Source: an optimization exercise on an open RTL-to-GDS flow (aim: small area). Production flows keep margins and buffers that such runs may drop. The RTL was checked by simulation tests, not by an equivalence proof against the original design. Power is estimated from default activity; no workload was simulated.

==> inputs of exp/maple <==
==> flow/design.v <==
module KFSDRAM (
    input   logic               sdram_clock,
    input   logic               sdram_reset,
    input   logic   [24:0]      address,
    input   logic   [9:0]       access_num,
    input   logic   [15:0]      data_in,
    output  logic   [15:0]      data_out,
    input   logic               write_request,
    input   logic               read_request,
    output  logic               write_flag,
    output  logic               read_flag,
    output  logic               idle,
    output  logic   [12:0]      sdram_address,
    output  logic               sdram_cke,
    output  logic               sdram_cs,
    output  logic               sdram_ras,
    output  logic               sdram_cas,
    output  logic               sdram_we,
    output  logic   [1:0]       sdram_ba,
    input   logic   [15:0]      sdram_dq_in,
    output  logic   [15:0]      sdram_dq_out,
    output  logic               sdram_dq_io
);
    localparam logic [2:0] P_R    = 3'd0;
    localparam logic [2:0] P_INIT = 3'd1;
    localparam logic [2:0] P_SEQI = 3'd2;
    localparam logic [2:0] P_IDLE = 3'd3;
    localparam logic [2:0] P_SEQ  = 3'd4;
    localparam logic [2:0] P_CMD  = 3'd5;
    localparam logic [2:0] P_TAIL = 3'd6;
    localparam logic [2:0] P_PRE  = 3'd7;
    localparam logic [9:0] LF_HIT  = 10'b1101110011;
    localparam logic [9:0] LF_INIT = 10'b1000011101;
    logic   [2:0]   ph;
    logic   [2:0]   ph_n;
    logic   [9:0]   k;
    logic   [9:0]   kp;
    logic   [9:0]   lf;
    logic           due;
    logic           tw;
    logic           tf;
    logic   [15:0]  dq;
    logic   pR, pINIT, pSEQI, pIDLE, pSEQ, pCMD, pTAIL, pPRE;
    logic   idl, req, hit, last, cbr, act, rw_wr;
    logic   [9:0]   col;
    assign pR    = (ph == P_R);
    assign pINIT = (ph == P_INIT);
    assign pSEQI = (ph == P_SEQI);
    assign pIDLE = (ph == P_IDLE);
    assign pSEQ  = (ph == P_SEQ);
    assign pCMD  = (ph == P_CMD);
    assign pTAIL = (ph == P_TAIL);
    assign pPRE  = (ph == P_PRE);
    assign idl  = pIDLE | (pPRE & k[0]);
    assign req  = write_request | read_request | due;
    assign hit  = (lf == LF_HIT);
    assign kp   = k + {9'd0, ~pINIT | hit};
    assign last = ((k + 10'd1) == access_num);
    assign cbr  = (pSEQI & ((k[3:0] == 4'd2) | (k[3:0] == 4'd7)))
                | (pSEQ & tf & k[0] & ~k[1]);
    assign act  = pSEQ & ~tf & k[0] & ~k[1] & ~k[2];
    assign rw_wr = pCMD & tw;
    always_comb begin
        ph_n = ph;
        case (ph)
            P_R:    ph_n = P_INIT;
            P_INIT: if (hit & k[3] & k[0]) ph_n = P_SEQI;
            P_SEQI: if (k[3] & k[2]) ph_n = P_IDLE;
            P_IDLE: if (req) ph_n = P_SEQ;
            P_SEQ:  if (tf ? k[2] : (k[2] & k[1])) ph_n = tf ? P_IDLE : P_CMD;
            P_CMD:  if (last) ph_n = P_TAIL;
            P_TAIL: if (tw ? k[0] : k[2]) ph_n = P_PRE;
            P_PRE:  if (k[0]) ph_n = req ? P_SEQ : P_IDLE;
            default: ph_n = P_R;
        endcase
    end
    always_ff @(posedge sdram_clock, posedge sdram_reset) begin
        if (sdram_reset)
            ph <= P_R;
        else
            ph <= ph_n;
    end
    always_ff @(posedge sdram_clock) begin
        k <= (ph_n != ph) ? 10'd0 : kp;
        if (pR)
            lf <= LF_INIT;
        else if (cbr)
            lf <= 10'd0;
        else
            lf <= {lf[8:0], ~(lf[9] ^ lf[6])};
        due <= ~cbr & (due | hit);
        if (idl) begin
            tw <= write_request;
            tf <= ~write_request & ~read_request;
        end
        dq <= data_in;
    end
    always_ff @(posedge sdram_clock, posedge sdram_reset) begin
        if (sdram_reset)
            data_out <= 16'd0;
        else
            data_out <= sdram_dq_in;
    end
    assign col = address[9:0] + k;
    always_comb begin
        sdram_address = 13'd0;
        if (act)
            sdram_address = address[22:10];
        else if (pCMD)
            sdram_address[9:0] = col;
        else if (pSEQI & (k[3] & k[2]))
            sdram_address[9:0] = 10'h030;
        if ((pSEQI & (k[3:1] == 3'd0)) | pPRE)
            sdram_address[10] = 1'b1;
    end
    assign sdram_ba     = (act | pCMD) ? address[24:23] : 2'd0;
    assign sdram_cke    = ~pR;
    assign sdram_cs     = pR;
    assign sdram_ras    = ~((pSEQI & ((k[3:0] == 4'd0) | (k[3] & k[2]))) | cbr | act | (pPRE & ~k[0]));
    assign sdram_cas    = ~(cbr | (pSEQI & k[3] & k[2]) | pCMD);
    assign sdram_we     = ~((pSEQI & ((k[3:0] == 4'd0) | (k[3] & k[2]))) | rw_wr | (pPRE & ~k[0]));
    assign sdram_dq_io  = ~rw_wr;
    assign sdram_dq_out = dq & {16{rw_wr}};
    assign idle         = idl;
    assign write_flag   = tw & ((pSEQ & k[2] & k[1]) | (pCMD & ~last));
    assign read_flag    = ~tw & ((pCMD & (|k[9:2]))
                               | (pTAIL & ~k[2] & ((|access_num[9:2])
                                                  | (k[1] & access_num[1])
                                                  | ((k[1] | access_num[1]) & k[0] & access_num[0]))));
endmodule
==> flow/run.sh <==
#!/bin/bash
# synth_recipe.tcl (not shown) runs the flow's synth.tcl, then flattens the netlist and writes it again
# the make line also repeats each setting of config.mk as NAME=value (left out here)
make -C /OpenROAD-flow-scripts/flow DESIGN_CONFIG=/design/flow/config.mk WORK_HOME=/design/flow/orfs CLKGATE_MAP_FILE= SYNTH_SCRIPT=/design/flow/synth_recipe.tcl finish
==> flow/config.mk <==
export PLATFORM = sky130hd
export DESIGN_NAME = KFSDRAM
export DESIGN_NICKNAME = KFSDRAM
export VERILOG_FILES = /design/flow/design.v
export SDC_FILE = /design/flow/constraint.sdc
export NUM_CORES = 4
export LEC_CHECK = 0
export CAP_MARGIN = 20
export CORE_MARGIN = 2
export CORE_UTILIZATION = 40
export SLEW_MARGIN = 20
==> flow/constraint.sdc <==
create_clock -name core_clock -period 10.0 [get_ports {sdram_clock}]
set_input_delay 2.0000 -clock core_clock [delete_from_list [all_inputs] [get_ports {sdram_clock}]]
set_output_delay 2.0000 -clock core_clock [all_outputs]
set_load 0.01 [all_outputs]
==> exp/onyx: changes against exp/maple <==
--- a/flow/design.v
+++ b/flow/design.v
@@ -54,8 +54,13 @@
     assign idl  = pIDLE | (pPRE & k[0]);
     assign req  = write_request | read_request | due;
     assign hit  = (lf == LF_HIT);
-    assign kp   = k + {9'd0, ~pINIT | hit};
-    assign last = ((k + 10'd1) == access_num);
+    logic   [10:0]  ic;
+    assign ic[0] = ~pINIT | hit;
+    for (genvar i = 0; i < 10; i++) begin : g_inc
+        assign kp[i]    = k[i] ^ ic[i];
+        assign ic[i+1]  = k[i] & ic[i];
+    end
+    assign last = (kp == access_num);
     assign cbr  = (pSEQI & ((k[3:0] == 4'd2) | (k[3:0] == 4'd7)))
                 | (pSEQ & tf & k[0] & ~k[1]);
     assign act  = pSEQ & ~tf & k[0] & ~k[1] & ~k[2];
@@ -101,7 +106,12 @@
         else
             data_out <= sdram_dq_in;
     end
-    assign col = address[9:0] + k;
+    logic   [10:0]  cy;
+    assign cy[0] = 1'b0;
+    for (genvar i = 0; i < 10; i++) begin : g_col
+        assign col[i]   = address[i] ^ k[i] ^ cy[i];
+        assign cy[i+1]  = (address[i] & k[i]) | (address[i] & cy[i]) | (k[i] & cy[i]);
+    end
     always_comb begin
         sdram_address = 13'd0;
         if (act)
==> flow/flow/run.sh (new file) <==
#!/bin/bash
# The standard layout (standard.sh: unchanged synthesis and ORFS steps), with two knobs:
#  - every I/O port still gets its own buffer, but the smallest buffer cell (buf_1);
#  - CTS with clkbuf_4 buffers and no dummy loads.
# All tool output goes to flow_make.log here (ORFS keeps per-step logs under orfs/logs).
set -euo pipefail
export BUFFER_PORTS_ARGS="-buffer_cell sky130_fd_sc_hd__buf_1"
export CTS_ARGS="-sink_clustering_enable -repair_clock_nets -dont_use_dummy_load -buf_list sky130_fd_sc_hd__clkbuf_4 -root_buf sky130_fd_sc_hd__clkbuf_4"
bash standard.sh > flow_make.log 2>&1
==> flow/standard.sh (new file) <==
#!/bin/bash
# synth_recipe.tcl (not shown) runs the flow's synth.tcl, then flattens the netlist and writes it again
# the make line also repeats each setting of config.mk as NAME=value (left out here)
make -C /OpenROAD-flow-scripts/flow DESIGN_CONFIG=/design/flow/config.mk WORK_HOME=/design/flow/orfs CLKGATE_MAP_FILE= SYNTH_SCRIPT=/design/flow/synth_recipe.tcl "${@:-finish}"
removed: flow/run.sh
==> exp/zinc: changes against exp/maple <==
--- a/flow/design.v
+++ b/flow/design.v
@@ -54,8 +54,13 @@
     assign idl  = pIDLE | (pPRE & k[0]);
     assign req  = write_request | read_request | due;
     assign hit  = (lf == LF_HIT);
-    assign kp   = k + {9'd0, ~pINIT | hit};
-    assign last = ((k + 10'd1) == access_num);
+    logic   [10:0]  ic;
+    assign ic[0] = ~pINIT | hit;
+    for (genvar i = 0; i < 10; i++) begin : g_inc
+        assign kp[i]    = k[i] ^ ic[i];
+        assign ic[i+1]  = k[i] & ic[i];
+    end
+    assign last = (kp == access_num);
     assign cbr  = (pSEQI & ((k[3:0] == 4'd2) | (k[3:0] == 4'd7)))
                 | (pSEQ & tf & k[0] & ~k[1]);
     assign act  = pSEQ & ~tf & k[0] & ~k[1] & ~k[2];
@@ -101,7 +106,12 @@
         else
             data_out <= sdram_dq_in;
     end
-    assign col = address[9:0] + k;
+    logic   [10:0]  cy;
+    assign cy[0] = 1'b0;
+    for (genvar i = 0; i < 10; i++) begin : g_col
+        assign col[i]   = address[i] ^ k[i] ^ cy[i];
+        assign cy[i+1]  = (address[i] & k[i]) | (address[i] & cy[i]) | (k[i] & cy[i]);
+    end
     always_comb begin
         sdram_address = 13'd0;
         if (act)
==> flow/flow/run.sh (new file) <==
#!/bin/bash
# Standard ORFS layout (the standard.sh, unchanged synthesis), with two knobs:
#  - every I/O port still gets its own buffer, but the smallest one (buf_1);
#  - CTS without dummy loads, clustering all sinks under few buffers.
set -euo pipefail
export BUFFER_PORTS_ARGS="-buffer_cell sky130_fd_sc_hd__buf_1"
export CTS_ARGS="-sink_clustering_enable -repair_clock_nets -dont_use_dummy_load -buf_list sky130_fd_sc_hd__clkbuf_8 -root_buf sky130_fd_sc_hd__clkbuf_8 -sink_clustering_size 30 -sink_clustering_max_diameter 100"
bash standard.sh > flow_make.log 2>&1
==> flow/standard.sh (new file) <==
#!/bin/bash
# synth_recipe.tcl (not shown) runs the flow's synth.tcl, then flattens the netlist and writes it again
# the make line also repeats each setting of config.mk as NAME=value (left out here)
make -C /OpenROAD-flow-scripts/flow DESIGN_CONFIG=/design/flow/config.mk WORK_HOME=/design/flow/orfs CLKGATE_MAP_FILE= SYNTH_SCRIPT=/design/flow/synth_recipe.tcl "${@:-finish}"
removed: flow/run.sh
==> results.txt <==
exp/zinc produced a clean layout. exp/onyx went through all stages and came out clean. exp/maple finished clean.
In exp/maple the sequential power is larger than in exp/zinc, by about 17%.
Between exp/onyx and exp/maple, the lower non-clock buffer count is in exp/onyx (gap 1).
Against exp/maple, the synthesized cell count of exp/zinc is smaller by about 20%.
Flip-flop and latch count is the same in exp/zinc and exp/onyx.

-- port drivers added, routing unchanged --
How much do the figures lean on ideal ports? The routed layouts below were timed once more, with nothing changed but the port constraints.
Step 1 assumes that a clkbuf_16 drives the clock port and a buf_2 every other input.
Step 2 also shifts input and output timing later by t, the mid clock arrival at the registers, as if the neighbouring blocks saw the same clock.
Three values: ideal ports, drivers, drivers and shift; two values: the first two.
run	t (ns)	setup WS [ns]	hold slack, ns	worst slew at a driven data input, ns
exp/maple	0.367	3.499 / 3.472 / 3.472	0.431 / 0.431 / 0.431	0.05
exp/onyx	0.421	2.421 / 2.397 / 2.397	0.409 / 0.409 / 0.409	0.05
exp/zinc	0.356	2.421 / 2.397 / 2.397	0.421 / 0.421 / 0.421	0.05
After both steps every run listed still meets setup and hold. For exp/maple, which loses most, drivers alone change the setup slack by -0.027 ns; drivers and shift together by -0.027 ns.
